Source: an optimization exercise on an open RTL-to-GDS flow (aim: small area). Production flows keep margins and buffers that such runs may drop.
Where RTL was checked, it was by simulation tests only, not by an equivalence proof against the original.
The clock port is modelled as an ideal driver; clocking choices that lean on that would not hold on a real chip.
Power is estimated from default activity; no workload was simulated.

north:
==> module Max1270_Phy, before the edit <==
module Max1270_Phy (
    input  wire        clk,
    input  wire        rst,
    output wire [47:0] oEvenRing,
    output wire [47:0] oOddRing,
    output wire [1:0]  oRingPos,
    output wire        oBypass,
    output wire [2:0]  oBypassCh,
    output wire [11:0] oBypassData,
    output wire        oClear,
    input  wire        I_MAX1270_MISO,
    output wire        O_MAX1270_SCK,
    output wire        O_MAX1270_MOSI,
    output wire        O_MAX1270_CS,
    output wire        O_MAX1270_SHDN,
    input  wire        I_MAX1270_SSTRB
);
    reg [4:0] rHalfCnt;
    reg       rPhase;
    reg [1:0] rRingPos;
    wire      wWrap    = rHalfCnt[4] & rHalfCnt[2] & rHalfCnt[0];
    wire      wHalfEnd = wWrap & rRingPos[0];
    wire      wTick    = wHalfEnd & rRingPos[1];
    always @(posedge clk) begin
        if (rst) begin
            rHalfCnt <= 5'b11011;
            rPhase   <= 1'b0;
            rRingPos <= 2'd3;
        end else begin
            rHalfCnt <= wWrap ? 5'b10110 : {rHalfCnt[3:0], ~(rHalfCnt[4] ^ rHalfCnt[2])};
            if (wHalfEnd)
                rPhase <= ~rPhase;
            rRingPos <= rRingPos + 2'd1;
        end
    end
    reg [4:0] rSlot;
    reg [2:0] rCHCnt;
    wire      wCS      = ((rSlot[0] & rSlot[1] & rSlot[2] & rSlot[3]) | (rSlot[1] & rSlot[2] & rSlot[3] & rSlot[4]));
    wire      wWaitEnd = (~rSlot[0] & rSlot[1] & rSlot[3] & ~rSlot[4]);
    wire      wSlotEnd = (~rSlot[0] & ~rSlot[1] & rSlot[2] & rSlot[3] & rSlot[4]);
    always @(posedge clk) begin
        if (rst)
            rSlot <= 5'b01111;
        else if (wTick)
            rSlot <= wSlotEnd ? 5'b11101 : {rSlot[3:0], ~(rSlot[4] ^ rSlot[2])};
        if (rst)
            rCHCnt <= 3'd0;
        else
            rCHCnt <= rCHCnt + {2'd0, wTick & wWaitEnd};
    end
    wire rMOSI = (rSlot[0] & ~rSlot[1] & rSlot[4]) | ((rSlot[0] & rSlot[1] & ~rSlot[2] & rSlot[3]) & rCHCnt[2]) | ((~rSlot[0] & rSlot[1] & ~rSlot[3] & rSlot[4]) & rCHCnt[1]) | ((rSlot[0] & ~rSlot[1] & rSlot[2] & ~rSlot[4]) & rCHCnt[0]) | (~rSlot[0] & rSlot[1] & ~rSlot[2]) | (~rSlot[1] & rSlot[2] & ~rSlot[3]) | (rSlot[0] & ~rSlot[3] & rSlot[4]);
    assign O_MAX1270_SCK  = rPhase & ~wCS;
    assign O_MAX1270_MOSI = rMOSI;
    assign O_MAX1270_CS   = wCS;
    assign O_MAX1270_SHDN = 1'b1;
    reg [3:0]  rMISOSt;
    reg [2:0]  rLastCHCnt;
    reg [11:0] rDataSLR;
    wire       wBusy  = ~(rMISOSt[3] & ~rMISOSt[2] & ~rMISOSt[0]);
    wire       wWrite = (rMISOSt == 4'b1010);
    wire       wMISOLoad = ~rst & wTick & (wBusy | I_MAX1270_SSTRB);
    wire [3:0] wMISOStNext;
    wire       wCHLoad   = wTick & ~wBusy & I_MAX1270_SSTRB;
    wire [2:0] wLastCHNext;
    Max1270_LoadHoldSet #(.W(4), .SET(4'b1000)) inst_MISOStMux (
        .iLoad (wMISOLoad),
        .iHold (~rst & ~wMISOLoad),
        .iSet  (rst),
        .iD    ({4{wBusy}} & {rMISOSt[2:0], ~(rMISOSt[3] ^ rMISOSt[2])}),
        .iQ    (rMISOSt),
        .oD    (wMISOStNext)
    );
    Max1270_HoldMux #(.W(3)) inst_LastCHMux (
        .iLoad (wCHLoad),
        .iHold (~wCHLoad),
        .iD    (rCHCnt),
        .iQ    (rLastCHCnt),
        .oD    (wLastCHNext)
    );
    always @(posedge clk) begin
        rMISOSt    <= wMISOStNext;
        rLastCHCnt <= wLastCHNext;
    end
    wire        wShift = wTick & wBusy;
    wire [11:0] wDataSLRNext;
    Max1270_HoldMux #(.W(12)) inst_SLRMux (
        .iLoad (wShift),
        .iHold (~wShift),
        .iD    ({rDataSLR[10:0], I_MAX1270_MISO}),
        .iQ    (rDataSLR),
        .oD    (wDataSLRNext)
    );
    always @(posedge clk)
        rDataSLR <= wDataSLRNext;
    reg  [47:0] rEvenRing;
    reg  [47:0] rOddRing;
    wire        wEntry    = wWrite & (&(rLastCHCnt[2:1] ^ rRingPos));
    wire        wClear    = (rSlot[0] & rSlot[1] & rSlot[2] & rSlot[3]);
    wire        wEvenLoad = wEntry & ~rLastCHCnt[0];
    wire        wOddLoad  = wEntry &  rLastCHCnt[0];
    wire [11:0] wEvenIn, wOddIn;
    Max1270_HoldMux #(.W(12)) inst_EvenEntry (
        .iLoad (wEvenLoad),
        .iHold (~wClear & ~wEvenLoad),
        .iD    (rDataSLR),
        .iQ    (rEvenRing[47:36]),
        .oD    (wEvenIn)
    );
    Max1270_HoldMux #(.W(12)) inst_OddEntry (
        .iLoad (wOddLoad),
        .iHold (~wClear & ~wOddLoad),
        .iD    (rDataSLR),
        .iQ    (rOddRing[47:36]),
        .oD    (wOddIn)
    );
    always @(posedge clk) begin
        rEvenRing <= {rEvenRing[35:0], wEvenIn};
        rOddRing  <= {rOddRing[35:0],  wOddIn};
    end
    assign oEvenRing   = rEvenRing;
    assign oOddRing    = rOddRing;
    assign oRingPos    = rRingPos;
    assign oBypass     = wWrite & (rRingPos != 2'd0);
    assign oBypassCh   = rLastCHCnt;
    assign oBypassData = rDataSLR;
    assign oClear      = wClear;
endmodule
export LEC_CHECK = 0
export CAP_MARGIN = 10
export CORE_MARGIN = 2
export CORE_UTILIZATION = 75
export GPL_TIMING_DRIVEN = 0
export SLEW_MARGIN = 10
export SYNTH_HIERARCHICAL = 1
export SYNTH_MINIMUM_KEEP_SIZE = 0
create_clock -name core_clock -period 5.0 [get_ports {s_axil_clk}]
standard.sh (not shown) runs the stock make flow with config.mk's settings and CLKGATE_MAP_FILE= SYNTH_SCRIPT=/design/flow/synth_recipe.tcl, a recipe that flattens the netlist after the stock synthesis.
==> flow/flow/run.sh <==
#!/bin/bash
# Standard ORFS layout (the standard.sh, standard synthesis) with:
#  - the smallest buffer on each port,
#  - the tie cells from synthesis kept as they are (one per constant),
#  - synthesis buffers removed before placement,
#  - logic cells set to their smallest drive strength, then drivers upsized
#    (or buffered, where that is smaller) to meet slew and capacitance limits,
#  - its own balanced two-level clock tree of small clock buffers (instead of
#    TritonCTS's), upsized where a register's clock slew would be too slow.
set -euo pipefail
export FLOW_FLOW_DIR=$PWD/flow
bash standard.sh \
  "BUFFER_PORTS_ARGS=-buffer_cell sky130_fd_sc_hd__buf_1" \
  "SKIP_REPAIR_TIE_FANOUT=1" \
  "PRE_GLOBAL_PLACE_TCL=$FLOW_FLOW_DIR/pre_global_place.tcl" \
  "PRE_CTS_TCL=$FLOW_FLOW_DIR/pre_cts.tcl" \
  "CTS_ARGS=-dont_use_dummy_load -buf_list sky130_fd_sc_hd__clkbuf_4" \
  "PRE_RESIZE_TCL=$FLOW_FLOW_DIR/pre_resize.tcl" \
  "POST_CTS_TCL=$FLOW_FLOW_DIR/post_cts.tcl" \
  finish > standard.log 2>&1
Other scripts of this flow, unchanged in this note and not shown: flow/flow/clocktree.tcl, flow/flow/fixclk.tcl, flow/flow/post_cts.tcl, flow/flow/pre_cts.tcl, flow/flow/pre_global_place.tcl, flow/flow/pre_resize.tcl, flow/flow/upsize.tcl
diff inputs: north => south
diff --git a/flow/design.v b/flow/design.v
--- a/flow/design.v
+++ b/flow/design.v
@@ -35,22 +35,37 @@
         end
     end
     reg [4:0] rSlot;
     reg [2:0] rCHCnt;
-    wire      wCS      = ((rSlot[0] & rSlot[1] & rSlot[2] & rSlot[3]) | (rSlot[1] & rSlot[2] & rSlot[3] & rSlot[4]));
-    wire      wWaitEnd = (~rSlot[0] & rSlot[1] & rSlot[3] & ~rSlot[4]);
-    wire      wSlotEnd = (~rSlot[0] & ~rSlot[1] & rSlot[2] & rSlot[3] & rSlot[4]);
+    wire      wCS      = (rSlot[4:1] == 4'b0011);
+    wire      wWaitEnd = rSlot[4] & rSlot[3] & ~rSlot[0];
+    wire      wSlotEnd = rSlot[4] & rSlot[3] &  rSlot[0];
     always @(posedge clk) begin
         if (rst)
-            rSlot <= 5'b01111;
-        else if (wTick)
-            rSlot <= wSlotEnd ? 5'b11101 : {rSlot[3:0], ~(rSlot[4] ^ rSlot[2])};
+            rSlot <= 5'd6;
+        else if (wTick & wSlotEnd)
+            rSlot <= 5'd8;
+        else
+            rSlot <= rSlot + {4'd0, wTick};
         if (rst)
             rCHCnt <= 3'd0;
         else
             rCHCnt <= rCHCnt + {2'd0, wTick & wWaitEnd};
     end
-    wire rMOSI = (rSlot[0] & ~rSlot[1] & rSlot[4]) | ((rSlot[0] & rSlot[1] & ~rSlot[2] & rSlot[3]) & rCHCnt[2]) | ((~rSlot[0] & rSlot[1] & ~rSlot[3] & rSlot[4]) & rCHCnt[1]) | ((rSlot[0] & ~rSlot[1] & rSlot[2] & ~rSlot[4]) & rCHCnt[0]) | (~rSlot[0] & rSlot[1] & ~rSlot[2]) | (~rSlot[1] & rSlot[2] & ~rSlot[3]) | (rSlot[0] & ~rSlot[3] & rSlot[4]);
+    reg rMOSIBit;
+    always @* begin
+        case (rSlot[2:0])
+            3'd0:    rMOSIBit = 1'b1;
+            3'd1:    rMOSIBit = rCHCnt[2];
+            3'd2:    rMOSIBit = rCHCnt[1];
+            3'd3:    rMOSIBit = rCHCnt[0];
+            3'd4:    rMOSIBit = 1'b1;
+            3'd5:    rMOSIBit = 1'b1;
+            3'd6:    rMOSIBit = 1'b0;
+            default: rMOSIBit = 1'b1;
+        endcase
+    end
+    wire rMOSI = ~rSlot[4] & rSlot[3] & rMOSIBit;
     assign O_MAX1270_SCK  = rPhase & ~wCS;
     assign O_MAX1270_MOSI = rMOSI;
     assign O_MAX1270_CS   = wCS;
     assign O_MAX1270_SHDN = 1'b1;
@@ -95,9 +110,9 @@
         rDataSLR <= wDataSLRNext;
     reg  [47:0] rEvenRing;
     reg  [47:0] rOddRing;
     wire        wEntry    = wWrite & (&(rLastCHCnt[2:1] ^ rRingPos));
-    wire        wClear    = (rSlot[0] & rSlot[1] & rSlot[2] & rSlot[3]);
+    wire        wClear    = (rSlot == 5'd6);
     wire        wEvenLoad = wEntry & ~rLastCHCnt[0];
     wire        wOddLoad  = wEntry &  rLastCHCnt[0];
     wire [11:0] wEvenIn, wOddIn;
     Max1270_HoldMux #(.W(12)) inst_EvenEntry (
- | post-synth net total | south vs north | 2 lower |
- Share of final-layout standard cells stronger than drive strength 1 was lower in north than in south.
- Re total die area: south and north aren't equal, and the lower value belongs to north.
- In south the part of the total power dissipated in combinational logic turned out 1.2 points lower than in north.
- When south is set beside north, its netlist area before placement turns out to be 0.78% larger.
- Compared with north, south improves total power.
- On maximum single-stage delay on the critical path, the higher figure sits with south, not north.
- | setup-violating endpoint count in the final report | north vs south | ≈ equal |
- Any difference in fraction of area in multi-input gates between south and north is small enough to ignore.
Only the layout flow was run in north; the RTL was not checked for function there.

re-timing with driven ports:
In the flow no input, the clock included, has a driving cell. The finished layouts below were timed again as built, in two steps. Step 1 assumes that a clkbuf_16 drives the clock port and a buf_2 every other input. Step 2, shift: input delay + t, output delay - t, t = (earliest + latest rising clock arrival at the registers) / 2. This alone moves slack from input paths to output paths. Slacks: no drivers / after step 1 / after step 2; pairs: no drivers / after step 1.
run | t (ns) | slack for setup (ns) | hold slack, ns | worst setup path after step 2 | slew at the worst register clock pin (ns)
north | 0.541 | 2.334 / 2.303 / 1.894 | 0.339 / 0.339 / 0.339 | input to register | 0.12 / 0.12
south | 0.520 | 2.307 / 2.293 / 1.892 | 0.355 / 0.355 / 0.355 | input to register | 0.12 / 0.12
After both steps every run listed still meets setup and hold. For north, which loses most, drivers alone change the setup slack by -0.031 ns; drivers and shift together by -0.440 ns.
